Source: an optimization exercise on an open RTL-to-GDS flow (aim: small area). Production flows keep margins and buffers that such runs may drop.
In this exercise RTL edits were held to simulation tests only and were not proved equivalent to the original.
Power is estimated from default activity; no workload was simulated.

JK:
Design right_note_machine, start of the top module:
module right_note_machine (
    input clk,
    input rst,  
    input [9:0] rawnote,  
    input mode,  
    input pitchUP,  
    input pitchDOWN,  
    input autospeed,  
    input cycle,  
    input [3:0] songselect,
    output tx  
    );
Size: roughly 900 cells after synthesis, roughly 22 I/O pins, about 6200 um^2 of cells after synthesis.
clock: 10.0 ns
lec_check: 0
cap_margin: 20
core_margin: 2
core_utilization: 50
gpl_timing_driven: 0
setup_slack_margin: 0.6
slew_margin: 20
synth_memory_max_bits: 65536
standard.sh (not shown) runs the stock make flow with config.mk's settings and CLKGATE_MAP_FILE= SYNTH_SCRIPT=/design/flow/synth_recipe.tcl, a recipe that flattens the netlist after the stock synthesis.
==> flow/flow/run.sh <==
#!/bin/bash
# The standard layout, with these changes:
# - synthesis maps the logic for area: flow/synth.tcl runs ABC with flow/area.script,
#   which restructures the logic with &deepsyn and maps it with area recovery, and
#   adders are left to ABC (no full/half-adder extraction, no Kogge-Stone carry map);
# - the port buffers are buf_1;
# - the clock tree uses clkbuf_8 and no dummy loads.
# Each ORFS step writes its own log under orfs/logs; make's output goes to flow_make.log.
set -euo pipefail
cd "$(dirname "$0")/.."
WORK=$(pwd)
export AREA_ABC_SCRIPT=$WORK/flow/area.script
bash standard.sh \
  SYNTH_SCRIPT=$WORK/flow/synth.tcl \
  ADDER_MAP_FILE= \
  SYNTH_OPERATIONS_ARGS=-nofsm \
  "BUFFER_PORTS_ARGS=-buffer_cell sky130_fd_sc_hd__buf_1" \
  "CTS_ARGS=-sink_clustering_enable -repair_clock_nets -dont_use_dummy_load -buf_list sky130_fd_sc_hd__clkbuf_8" \
  finish > $WORK/flow_make.log 2>&1
==> flow/flow/area.script <==
&get -n
&st
&deepsyn -T 40 -S 1
&deepsyn -T 40 -S 2
&deepsyn -T 40 -S 3
&deepsyn -T 40 -S 4
&deepsyn -T 40 -S 5
&deepsyn -T 40 -S 6
&deepsyn -T 40 -S 7
&deepsyn -T 40 -S 8
&dch
&nf -R 1000 -E 100 -C 32 -F 8 -A 8
&put
topo
==> flow/flow/synth.tcl <==
# The standard synthesis (synth_recipe.tcl), with one change: ABC maps the logic with
# flow/area.script, an area-oriented script (&deepsyn, then mapping with area recovery), in place of ORFS's speed script. Flip-flops
# are mapped before ABC runs, so the registers are the standard synthesis's.
proc synth {args} { yosys synth -nofsm -noshare {*}$args }
proc abc {args} {
  set new {}
  set skip 0
  foreach a $args {
    if {$skip} { lappend new $::env(AREA_ABC_SCRIPT); set skip 0; continue }
    if {$a eq "-script"} { lappend new -script; set skip 1; continue }
    lappend new $a
  }
  puts "abc with the area script: $new"
  yosys abc {*}$new
}
source $::env(SCRIPTS_DIR)/synth.tcl
# left out here: clear keep_hierarchy, flatten, clean up, hide names made inside functions, write 1_2_yosys.v
JK: PASS, flow complete, no timing, DRC or antenna violations
Input changes introduced in MS (baseline for comparison: JK):
diff --git a/flow/flow/run.sh b/flow/flow/run.sh
--- a/flow/flow/run.sh
+++ b/flow/flow/run.sh
@@ -6,3 +6,4 @@
 # - the port buffers are buf_1;
-# - the clock tree uses clkbuf_8 and no dummy loads.
+# - the clock tree uses clkbuf_8 and no dummy loads;
+# - after global routing, gates off the critical paths are downsized (RECOVER_POWER).
 # Each ORFS step writes its own log under orfs/logs; make's output goes to flow_make.log.
@@ -16,2 +17,3 @@
   SYNTH_OPERATIONS_ARGS=-nofsm \
+  RECOVER_POWER=100 \
   "BUFFER_PORTS_ARGS=-buffer_cell sky130_fd_sc_hd__buf_1" \
Notes after the runs:
Among JK and MS, a clean, completed layout was produced by JK alone. MS vs JK, data arrival at the endpoint of the critical path went up by 0.27 ns. JK -> MS: utilization of the core after routing flat. Lower register-to-register slack was reported by MS, not JK. | via count | MS vs JK | ≈ equal |. Summary of the comparison: highest achievable clock rate is lower in MS, relative to JK. Going from JK to MS, register cell area after layout ~0 delta, total non-filler cell area in the finished layout ~0 delta, post-layout total power ~0 delta. MS vs JK: first-pass detailed-route iteration total up in MS. When the final numbers for JK and MS were put side by side, the worst setup slack turned out to be smaller in MS.
--- input diff MS..AL ---
==> flow/flow/area.script <==
&get -n
&st
&deepsyn -T 40 -S 1
&deepsyn -T 40 -S 2
&deepsyn -T 40 -S 3
&deepsyn -T 40 -S 4
&deepsyn -T 40 -S 5
&dch
&nf -R 1000 -E 100 -C 32 -F 8 -A 8
&put
topo
## What came out
Layout checks on AL: not met. Flow itself completed; violations: capacitance limit, slew limit.
Diff MS -> AL: synthesized area +38 um^2, cell area now sits higher, sequential share of layout area went down, fraction of the cycle the final worst path needs lost 3.8 points.
The slowest cell on the critical path comes out nor4b_1 in one run and or4b_1 in the other, namely in AL and MS respectively.
## Diff of input files: TR against AL
- a deleted SETUP_SLACK_MARGIN that had been 0.6
diff --git a/flow/flow/run.sh b/flow/flow/run.sh
--- a/flow/flow/run.sh
+++ b/flow/flow/run.sh
@@ -6,4 +6,3 @@
 # - the port buffers are buf_1;
-# - the clock tree uses clkbuf_8 and no dummy loads;
-# - after global routing, gates off the critical paths are downsized (RECOVER_POWER).
+# - the clock tree uses clkbuf_8 and no dummy loads.
 # Each ORFS step writes its own log under orfs/logs; make's output goes to flow_make.log.
@@ -17,3 +16,2 @@
   SYNTH_OPERATIONS_ARGS=-nofsm \
-  RECOVER_POWER=100 \
   "BUFFER_PORTS_ARGS=-buffer_cell sky130_fd_sc_hd__buf_1" \
==> flow/flow/area.script <==
&get -n
&st
&deepsyn -T 40 -S 1
&deepsyn -T 40 -S 2
&deepsyn -T 40 -S 3
&deepsyn -T 40 -S 4
&deepsyn -T 40 -S 5
&dch
&nf -R 1000
&put
topo
### Flow results
- TR went all the way through synthesis, placement and routing and the layout is clean on timing, DRC and antenna.
- [TR vs AL] simple logic cell fraction of the synthesized area: higher in TR
- Diff AL and TR: part of the total power dissipated in the clock network higher in TR
- TR vs. AL: post-detailed-routing wire length now sits higher, portion of total power attributed to sequential cells went up by 2.7 points, final critical-path setup slack decreased 0.46 ns, depth of the critical timing path with buffers and inverters included saw an increase, worst slew slack as a fraction of its limit rose 25 points.
- Taking AL as the reference, in TR number of rows created at floorplan now larger, critical path data required time saw a decrease.
- Sort AL and TR by count of plain and timing-repair buffers, descending, and TR comes first.
Relative to TR, the following input files were edited for PW:
- SETUP_SLACK_MARGIN newly set to 0.6
==> flow/flow/area.script <==
&get -n
&st
&deepsyn -T 40 -S 1
&deepsyn -T 40 -S 2
&deepsyn -T 40 -S 3
&deepsyn -T 40 -S 4
&deepsyn -T 40 -S 5
&deepsyn -T 40 -S 6
&deepsyn -T 40 -S 7
&deepsyn -T 40 -S 8
&deepsyn -T 40 -S 9
&deepsyn -T 40 -S 10
&deepsyn -T 40 -S 11
&deepsyn -T 40 -S 12
&dch
&nf -R 1000 -E 100 -C 32 -F 8 -A 8
&put
topo
## What came out
Diff PW..TR | total clock network power | negligible
Between PW and TR, the hold slack does not differ in any meaningful way.
From TR to PW the numbers moved as follows: worst setup slack saw an increase; cell area after layout saw a decrease; area of the multi-input gates down about 6%.
In the flow results for TR and PW, the sum of routed wire length over all layers is smaller on PW.
When the final numbers for TR and PW were put side by side, the non-clock buffer instance count of the final layout turned out to be greater in TR.

-- port drivers added, routing unchanged --
The flow's constraints put no driver on any port. The routed layouts listed below were extracted and timed again, unchanged, in two steps.
Step 1 sets driving cells, clkbuf_16 on the clock port and buf_2 on the other inputs (assumed; they add their load-dependent delay and slew).
Step 2 times the ports against the registers' clock, not the clock port: input delays grow and output delays shrink by t, the midpoint of the rising clock arrivals with the driver on.
Three values: no drivers, after step 1, after step 2; two values: the first two.
run | t (ns) | setup WS [ns] | worst setup path at the end | clock arrival spread, ns | worst register clock-pin slew, ns
JK | 0.410 | 1.004 / 1.021 / 0.611 | input to register | 0.031 / 0.032 | 0.09 / 0.09
MS | 0.407 | 0.737 / 0.751 / 0.345 | input to register | 0.030 / 0.030 | 0.09 / 0.09
AL | 0.399 | 1.117 / 1.133 / 0.734 | input to register | 0.036 / 0.036 | 0.09 / 0.09
TR | 0.402 | 0.657 / 0.671 / 0.269 | input to register | 0.035 / 0.034 | 0.10 / 0.10
PW | 0.396 | 1.137 / 1.156 / 0.760 | input to register | 0.029 / 0.028 | 0.09 / 0.09
For JK, which loses most, drivers alone change the setup slack by +0.017 ns; drivers and shift together by -0.393 ns.
